What follows belongs to an exercise in optimizing a design on an open flow for small area; a production flow would make more cautious choices.
Where RTL was checked, it was by simulation tests only, not by an equivalence proof against the original.
Power is estimated from default activity; no workload was simulated.

==> flow/design.v <==
module fpadd_top (
    input  wire        clk,
    input  wire [31:0] a,
    input  wire [31:0] b,
    output reg  [31:0] y
);
    reg  [31:0] a_q, b_q;
    wire        s_w;
    wire [7:0]  e_w;
    wire [22:0] f_w;
    fp_adder u_add (
        .sign1(a_q[31]), .sign2(b_q[31]),
        .exp1(a_q[30:23]), .exp2(b_q[30:23]),
        .frac1(a_q[22:0]), .frac2(b_q[22:0]),
        .sign_out(s_w), .exp_out(e_w), .frac_out(f_w)
    );
    always @(posedge clk) begin
        a_q <= a;
        b_q <= b;
        y   <= {s_w, e_w, f_w};
    end
endmodule

module fp_adder(
    input wire sign1,sign2,
    input wire[7:0] exp1,exp2,
    input wire [22:0] frac1,frac2,
    output wire sign_out,
    output wire [7:0] exp_out,
    output wire [22:0] frac_out
);
    wire [8:0] ed  = {1'b0,exp1} - {1'b0,exp2};
    wire       elt = ed[8];                  
    wire       eeq = ~|ed[7:0];
    wire [23:0] ca = {1'b0,frac1} + {1'b0,~frac2};
    wire       fgt = ca[23];
    wire       gt  = eeq ? fgt : ~elt;       
    wire [7:0] eb  = gt ? exp1 : exp2;
    wire [7:0] d   = elt ? (exp2 - exp1) : ed[7:0];
    wire       hi  = |d[7:5];
    wire        sb = gt ? sign1 : sign2;
    wire [23:0] fb = gt ? {1'b1,frac1} : {1'b1,frac2};
    wire [23:0] fs = gt ? {1'b1,frac2} : {1'b1,frac1};
    wire [23:0] r0 = (d[4] | hi) ? {16'd0, fs[23:16]} : fs;
    wire [23:0] r1 = (d[3] | hi) ? {8'd0, r0[23:8]} : r0;
    wire [23:0] r2 = d[2] ? {4'd0, r1[23:4]} : r1;
    wire [23:0] r3 = d[1] ? {2'd0, r2[23:2]} : r2;
    wire [23:0] fa = d[0] ? {1'd0, r3[23:1]} : r3;
    wire        sub = sign1 ^ sign2;
    wire [24:0] sum = {1'b0,fb} + {sub,fa ^ {24{sub}}} + {24'd0,sub};
    wire [31:0] x = {sum, 7'h00};
    wire [15:0] v1; wire [15:0] c1;
    genvar i;
    for (i=0;i<16;i=i+1) begin: l1
        assign v1[i] = x[2*i+1] | x[2*i];
        assign c1[i] = ~x[2*i+1];
    end
    wire [7:0] v2; wire [15:0] c2;
    for (i=0;i<8;i=i+1) begin: l2
        assign v2[i] = v1[2*i+1] | v1[2*i];
        assign c2[2*i+1:2*i] = v1[2*i+1] ? {1'b0, c1[2*i+1]} : {1'b1, c1[2*i]};
    end
    wire [3:0] v3; wire [11:0] c3;
    for (i=0;i<4;i=i+1) begin: l3
        assign v3[i] = v2[2*i+1] | v2[2*i];
        assign c3[3*i+2:3*i] = v2[2*i+1] ? {1'b0, c2[4*i+3:4*i+2]} : {1'b1, c2[4*i+1:4*i]};
    end
    wire [1:0] v4; wire [7:0] c4;
    for (i=0;i<2;i=i+1) begin: l4
        assign v4[i] = v3[2*i+1] | v3[2*i];
        assign c4[4*i+3:4*i] = v3[2*i+1] ? {1'b0, c3[6*i+5:6*i+3]} : {1'b1, c3[6*i+2:6*i]};
    end
    wire [4:0] z = v4[1] ? {1'b0, c4[7:4]} : {1'b1, c4[3:0]};
    wire [24:0] n0 = z[4] ? {sum[8:0], 16'd0} : sum;
    wire [24:0] n1 = z[3] ? {n0[16:0], 8'd0} : n0;
    wire [24:0] n2 = z[2] ? {n1[20:0], 4'd0} : n1;
    wire [24:0] n3 = z[1] ? {n2[22:0], 2'd0} : n2;
    wire [24:0] n4 = z[0] ? {n3[23:0], 1'd0} : n3;
    wire zero = ~(v4[1] | v4[0]);
    wire [9:0] re9 = {2'b0,eb} + 10'd1 - {5'b0,z};
    wire [7:0] re = re9[7:0];
    wire flush = zero | re9[9];
    assign sign_out = sb & ~zero;
    assign exp_out  = flush ? 8'd0 : re;
    assign frac_out = flush ? 23'd0 : n4[23:1];
endmodule
clock: 11.0 ns
lec_check: 0
cap_margin: 20
core_margin: 2
core_utilization: 55
cts_buf_list: sky130_fd_sc_hd__clkbuf_4 sky130_fd_sc_hd__clkbuf_8
setup_slack_margin: -0.4
slew_margin: 20
standard.sh (not shown) runs the stock make flow with config.mk's settings and CLKGATE_MAP_FILE= SYNTH_SCRIPT=/design/flow/synth_recipe.tcl, a recipe that flattens the netlist after the stock synthesis.
==> flow/flow/run.sh <==
#!/bin/bash
# Own layout flow: the standard ORFS flow (standard.sh), with these changes:
#  - synthesis is ORFS's synth.tcl run through synth_recipe.tcl as usual (same passes, registers,
#    flattening and renaming), except that the combinational logic is mapped with the
#    area-oriented ABC script flow/area.abc, without the Kogge-Stone adder map and without
#    full-adder extraction;
#  - port buffers use sky130_fd_sc_hd__buf_1;
#  - flow/extra.mk adds make variables (one NAME=value per line), e.g. the CTS arguments;
#  - everything else (floorplan, tapcells, PDN, placement, CTS, routing) is the standard flow.
# All tool output goes to flow_make.log here and to ORFS's own logs under orfs/logs.
set -euo pipefail
W=$(pwd)
FLOWDIR=$W/flow
# synthesis script: ORFS synth.tcl with the abc call using our script
sed -e "s|log_cmd abc {\*}\$abc_args|log_cmd abc {*}[lreplace \$abc_args 1 1 $FLOWDIR/area.abc]|" \
  "$FLOW_HOME/scripts/synth.tcl" > "$W/own_synth_core.tcl"
grep -q "$FLOWDIR/area.abc" "$W/own_synth_core.tcl"
sed -e "s|source \$::env(SCRIPTS_DIR)/synth.tcl|source $W/own_synth_core.tcl|" \
  "$W/synth_recipe.tcl" > "$W/own_synth.tcl"
grep -q own_synth_core "$W/own_synth.tcl"
# further make variables, one NAME=value per line
EXTRA=()
if [[ -f "$FLOWDIR/extra.mk" ]]; then mapfile -t EXTRA < <(grep -v '^#' "$FLOWDIR/extra.mk" | grep .); fi
bash "$W/standard.sh" SYNTH_SCRIPT="$W/own_synth.tcl" ADDER_MAP_FILE= \
  SYNTH_OPERATIONS_ARGS="-noshare" BUFFER_PORTS_ARGS="-buffer_cell sky130_fd_sc_hd__buf_1" \
  "${EXTRA[@]}" finish > "$W/flow_make.log" 2>&1
==> flow/flow/area.abc <==
strash
ifraig
dch
amap
topo
stime -c
buffer -c
upsize -D 9000
dnsize -D 9000
==> flow/flow/extra.mk <==
CTS_ARGS=-sink_clustering_enable -repair_clock_nets -dont_use_dummy_load -buf_list {sky130_fd_sc_hd__clkbuf_4 sky130_fd_sc_hd__clkbuf_8}
The starting point passed the timing, design-rule and antenna checks.
Rerun with:
--- a/flow/design.v
+++ b/flow/design.v
@@ -30,15 +30,15 @@
     output wire [22:0] frac_out
 );
     wire [8:0] ed  = {1'b0,exp1} - {1'b0,exp2};
     wire       elt = ed[8];                  
     wire       eeq = ~|ed[7:0];
-    wire [23:0] ca = {1'b0,frac1} + {1'b0,~frac2};
+    wire [23:0] ca = {1'b0,frac1} + {1'b0,~frac2};  
     wire       fgt = ca[23];
     wire       gt  = eeq ? fgt : ~elt;       
-    wire [7:0] eb  = gt ? exp1 : exp2;
-    wire [7:0] d   = elt ? (exp2 - exp1) : ed[7:0];
+    wire [7:0] eb  = elt ? exp2 : exp1;
+    wire [7:0] d   = (ed[7:0] ^ {8{elt}}) + {7'd0,elt};  
     wire       hi  = |d[7:5];
     wire        sb = gt ? sign1 : sign2;
     wire [23:0] fb = gt ? {1'b1,frac1} : {1'b1,frac2};
     wire [23:0] fs = gt ? {1'b1,frac2} : {1'b1,frac1};
     wire [23:0] r0 = (d[4] | hi) ? {16'd0, fs[23:16]} : fs;
@@ -74,13 +74,13 @@
     wire [24:0] n0 = z[4] ? {sum[8:0], 16'd0} : sum;
     wire [24:0] n1 = z[3] ? {n0[16:0], 8'd0} : n0;
     wire [24:0] n2 = z[2] ? {n1[20:0], 4'd0} : n1;
     wire [24:0] n3 = z[1] ? {n2[22:0], 2'd0} : n2;
     wire [24:0] n4 = z[0] ? {n3[23:0], 1'd0} : n3;
-    wire zero = ~(v4[1] | v4[0]);
+    wire zero = ~(v4[1] | v4[0]);               
     wire [9:0] re9 = {2'b0,eb} + 10'd1 - {5'b0,z};
     wire [7:0] re = re9[7:0];
-    wire flush = zero | re9[9];
+    wire flush = zero | re9[9];                 
     assign sign_out = sb & ~zero;
     assign exp_out  = flush ? 8'd0 : re;
     assign frac_out = flush ? 23'd0 : n4[23:1];
 endmodule
What happened:
- The changed run completed with no timing, DRC or antenna violations
- die area goes down by 0.55%
- hold slack improves by 0.026 ns
- global-route usage goes down by 1.6 points
- cell count goes down by 0.95%
- total power goes down by 2.5%
- via count goes down by 4.2%
- setup slack improves by 0.043 ns
- wire length goes down by 7.3%
- cell area goes down by 0.67%
- synthesized area goes down by 0.57%
No functional check of the RTL was part of the first run of this note.

Another version of the RTL of fpadd_top (not shown whole).
Size in the first run: roughly 97 I/O pins.
// fpadd_top
module fpadd_top (
    input  wire        clk,
    input  wire [31:0] a,
    input  wire [31:0] b,
    output reg  [31:0] y
);
==> module fp_adder, before the edit <==
module fp_adder(
    input wire sign1,sign2,
    input wire[7:0] exp1,exp2,
    input wire [22:0] frac1,frac2,
    output wire sign_out,
    output wire [7:0] exp_out,
    output wire [22:0] frac_out
);
    wire [8:0] ed  = {1'b0,exp1} - {1'b0,exp2};
    wire       elt = ed[8];                  
    wire       eeq = ~|ed[7:0];
    wire [23:0] ca = {1'b0,frac1} + {1'b0,~frac2};  
    wire       fgt = ca[23];
    wire       gt  = eeq ? fgt : ~elt;       
    wire [7:0] eb  = elt ? exp2 : exp1;
    wire [7:0] d   = elt ? (exp2 - exp1) : ed[7:0];
    wire       hi  = |d[7:5];
    wire        sb = gt ? sign1 : sign2;
    wire [23:0] fb = gt ? {1'b1,frac1} : {1'b1,frac2};
    wire [23:0] fs = gt ? {1'b1,frac2} : {1'b1,frac1};
    wire [23:0] r0 = (d[4] | hi) ? {16'd0, fs[23:16]} : fs;
    wire [23:0] r1 = (d[3] | hi) ? {8'd0, r0[23:8]} : r0;
    wire [23:0] r2 = d[2] ? {4'd0, r1[23:4]} : r1;
    wire [23:0] r3 = d[1] ? {2'd0, r2[23:2]} : r2;
    wire [23:0] fa = d[0] ? {1'd0, r3[23:1]} : r3;
    wire        sub = sign1 ^ sign2;
    wire [24:0] sum = {1'b0,fb} + {sub,fa ^ {24{sub}}} + {24'd0,sub};
    wire [31:0] x = {sum, 7'h00};
    wire [15:0] v1; wire [15:0] c1;
    genvar i;
    for (i=0;i<16;i=i+1) begin: l1
        assign v1[i] = x[2*i+1] | x[2*i];
        assign c1[i] = ~x[2*i+1];
    end
    wire [7:0] v2; wire [15:0] c2;
    for (i=0;i<8;i=i+1) begin: l2
        assign v2[i] = v1[2*i+1] | v1[2*i];
        assign c2[2*i+1:2*i] = v1[2*i+1] ? {1'b0, c1[2*i+1]} : {1'b1, c1[2*i]};
    end
    wire [3:0] v3; wire [11:0] c3;
    for (i=0;i<4;i=i+1) begin: l3
        assign v3[i] = v2[2*i+1] | v2[2*i];
        assign c3[3*i+2:3*i] = v2[2*i+1] ? {1'b0, c2[4*i+3:4*i+2]} : {1'b1, c2[4*i+1:4*i]};
    end
    wire [1:0] v4; wire [7:0] c4;
    for (i=0;i<2;i=i+1) begin: l4
        assign v4[i] = v3[2*i+1] | v3[2*i];
        assign c4[4*i+3:4*i] = v3[2*i+1] ? {1'b0, c3[6*i+5:6*i+3]} : {1'b1, c3[6*i+2:6*i]};
    end
    wire [4:0] z = v4[1] ? {1'b0, c4[7:4]} : {1'b1, c4[3:0]};
    wire [24:0] n0 = z[4] ? {sum[8:0], 16'd0} : sum;
    wire [24:0] n1 = z[3] ? {n0[16:0], 8'd0} : n0;
    wire [24:0] n2 = z[2] ? {n1[20:0], 4'd0} : n1;
    wire [24:0] n3 = z[1] ? {n2[22:0], 2'd0} : n2;
    wire [24:0] n4 = z[0] ? {n3[23:0], 1'd0} : n3;
    wire zero = ~(v4[1] | v4[0]);               
    wire [9:0] re9 = {2'b0,eb} + 10'd1 - {5'b0,z};
    wire [7:0] re = re9[7:0];
    wire flush = zero | re9[9];                 
    assign sign_out = sb & ~zero;
    assign exp_out  = flush ? 8'd0 : re;
    assign frac_out = flush ? 23'd0 : n4[23:1];
endmodule
export LEC_CHECK = 0
export CAP_MARGIN = 20
export CORE_MARGIN = 2
export CORE_UTILIZATION = 55
export CTS_BUF_LIST = sky130_fd_sc_hd__clkbuf_4 sky130_fd_sc_hd__clkbuf_8
export SETUP_SLACK_MARGIN = -0.4
export SLEW_MARGIN = 20
create_clock -name core_clock -period 11.0 [get_ports {clk}]
Scripts as last shown in full above: flow/flow/run.sh, flow/flow/area.abc, flow/flow/extra.mk
Next try:
--- a/flow/design.v
+++ b/flow/design.v
@@ -31,9 +31,9 @@
 );
     wire [8:0] ed  = {1'b0,exp1} - {1'b0,exp2};
     wire       elt = ed[8];                  
     wire       eeq = ~|ed[7:0];
-    wire [23:0] ca = {1'b0,frac1} + {1'b0,~frac2};  
+    wire [23:0] ca = {1'b0,frac1} + {1'b0,~frac2};
     wire       fgt = ca[23];
     wire       gt  = eeq ? fgt : ~elt;       
     wire [7:0] eb  = elt ? exp2 : exp1;
     wire [7:0] d   = elt ? (exp2 - exp1) : ed[7:0];
@@ -75,12 +75,12 @@
     wire [24:0] n1 = z[3] ? {n0[16:0], 8'd0} : n0;
     wire [24:0] n2 = z[2] ? {n1[20:0], 4'd0} : n1;
     wire [24:0] n3 = z[1] ? {n2[22:0], 2'd0} : n2;
     wire [24:0] n4 = z[0] ? {n3[23:0], 1'd0} : n3;
-    wire zero = ~(v4[1] | v4[0]);               
+    wire zero = ~(v4[1] | v4[0]);
     wire [9:0] re9 = {2'b0,eb} + 10'd1 - {5'b0,z};
     wire [7:0] re = re9[7:0];
-    wire flush = zero | re9[9];                 
+    wire flush = zero | re9[9];
     assign sign_out = sb & ~zero;
     assign exp_out  = flush ? 8'd0 : re;
     assign frac_out = flush ? 23'd0 : n4[23:1];
 endmodule
=>
- The changed run produced a clean layout
- die area is unchanged
- maximum frequency is unchanged
- sequential cell count stays the same
- combinational power stays flat
- power does not change
- global-route usage does not change
- synthesized cell count does not change
- sequential power barely changes
- clock-buffer cell count is unchanged
- first-iteration DRC count does not change
- wire length is unchanged
- design area does not change

[what the ideal ports hide]
How much do the figures lean on ideal ports? The routed layouts below were timed once more, with nothing changed but the port constraints.
Step 1 assumes that a clkbuf_16 drives the clock port and a buf_2 every other input.
Step 2 moves the port delays by t, midway between the first and last clock arrival at a register: inputs arrive t later, outputs are due t later. That takes back most of the time a late clock gives input paths.
Three values: ideal ports, drivers, drivers and shift; two values: the first two.
run | shift t [ns] | slack for setup (ns) | worst hold slack (ns)
the first run of note 1 | 0.411 | 0.472 / 0.472 / 0.472 | 0.594 / 0.594 / 0.594
the second run of note 1 | 0.406 | 0.515 / 0.515 / 0.515 | 0.620 / 0.620 / 0.620
the first run of note 2 | 0.417 | 0.586 / 0.586 / 0.586 | 0.580 / 0.580 / 0.580
the second run of note 2 | 0.417 | 0.586 / 0.586 / 0.586 | 0.580 / 0.580 / 0.580
After both steps every run listed still meets setup and hold.
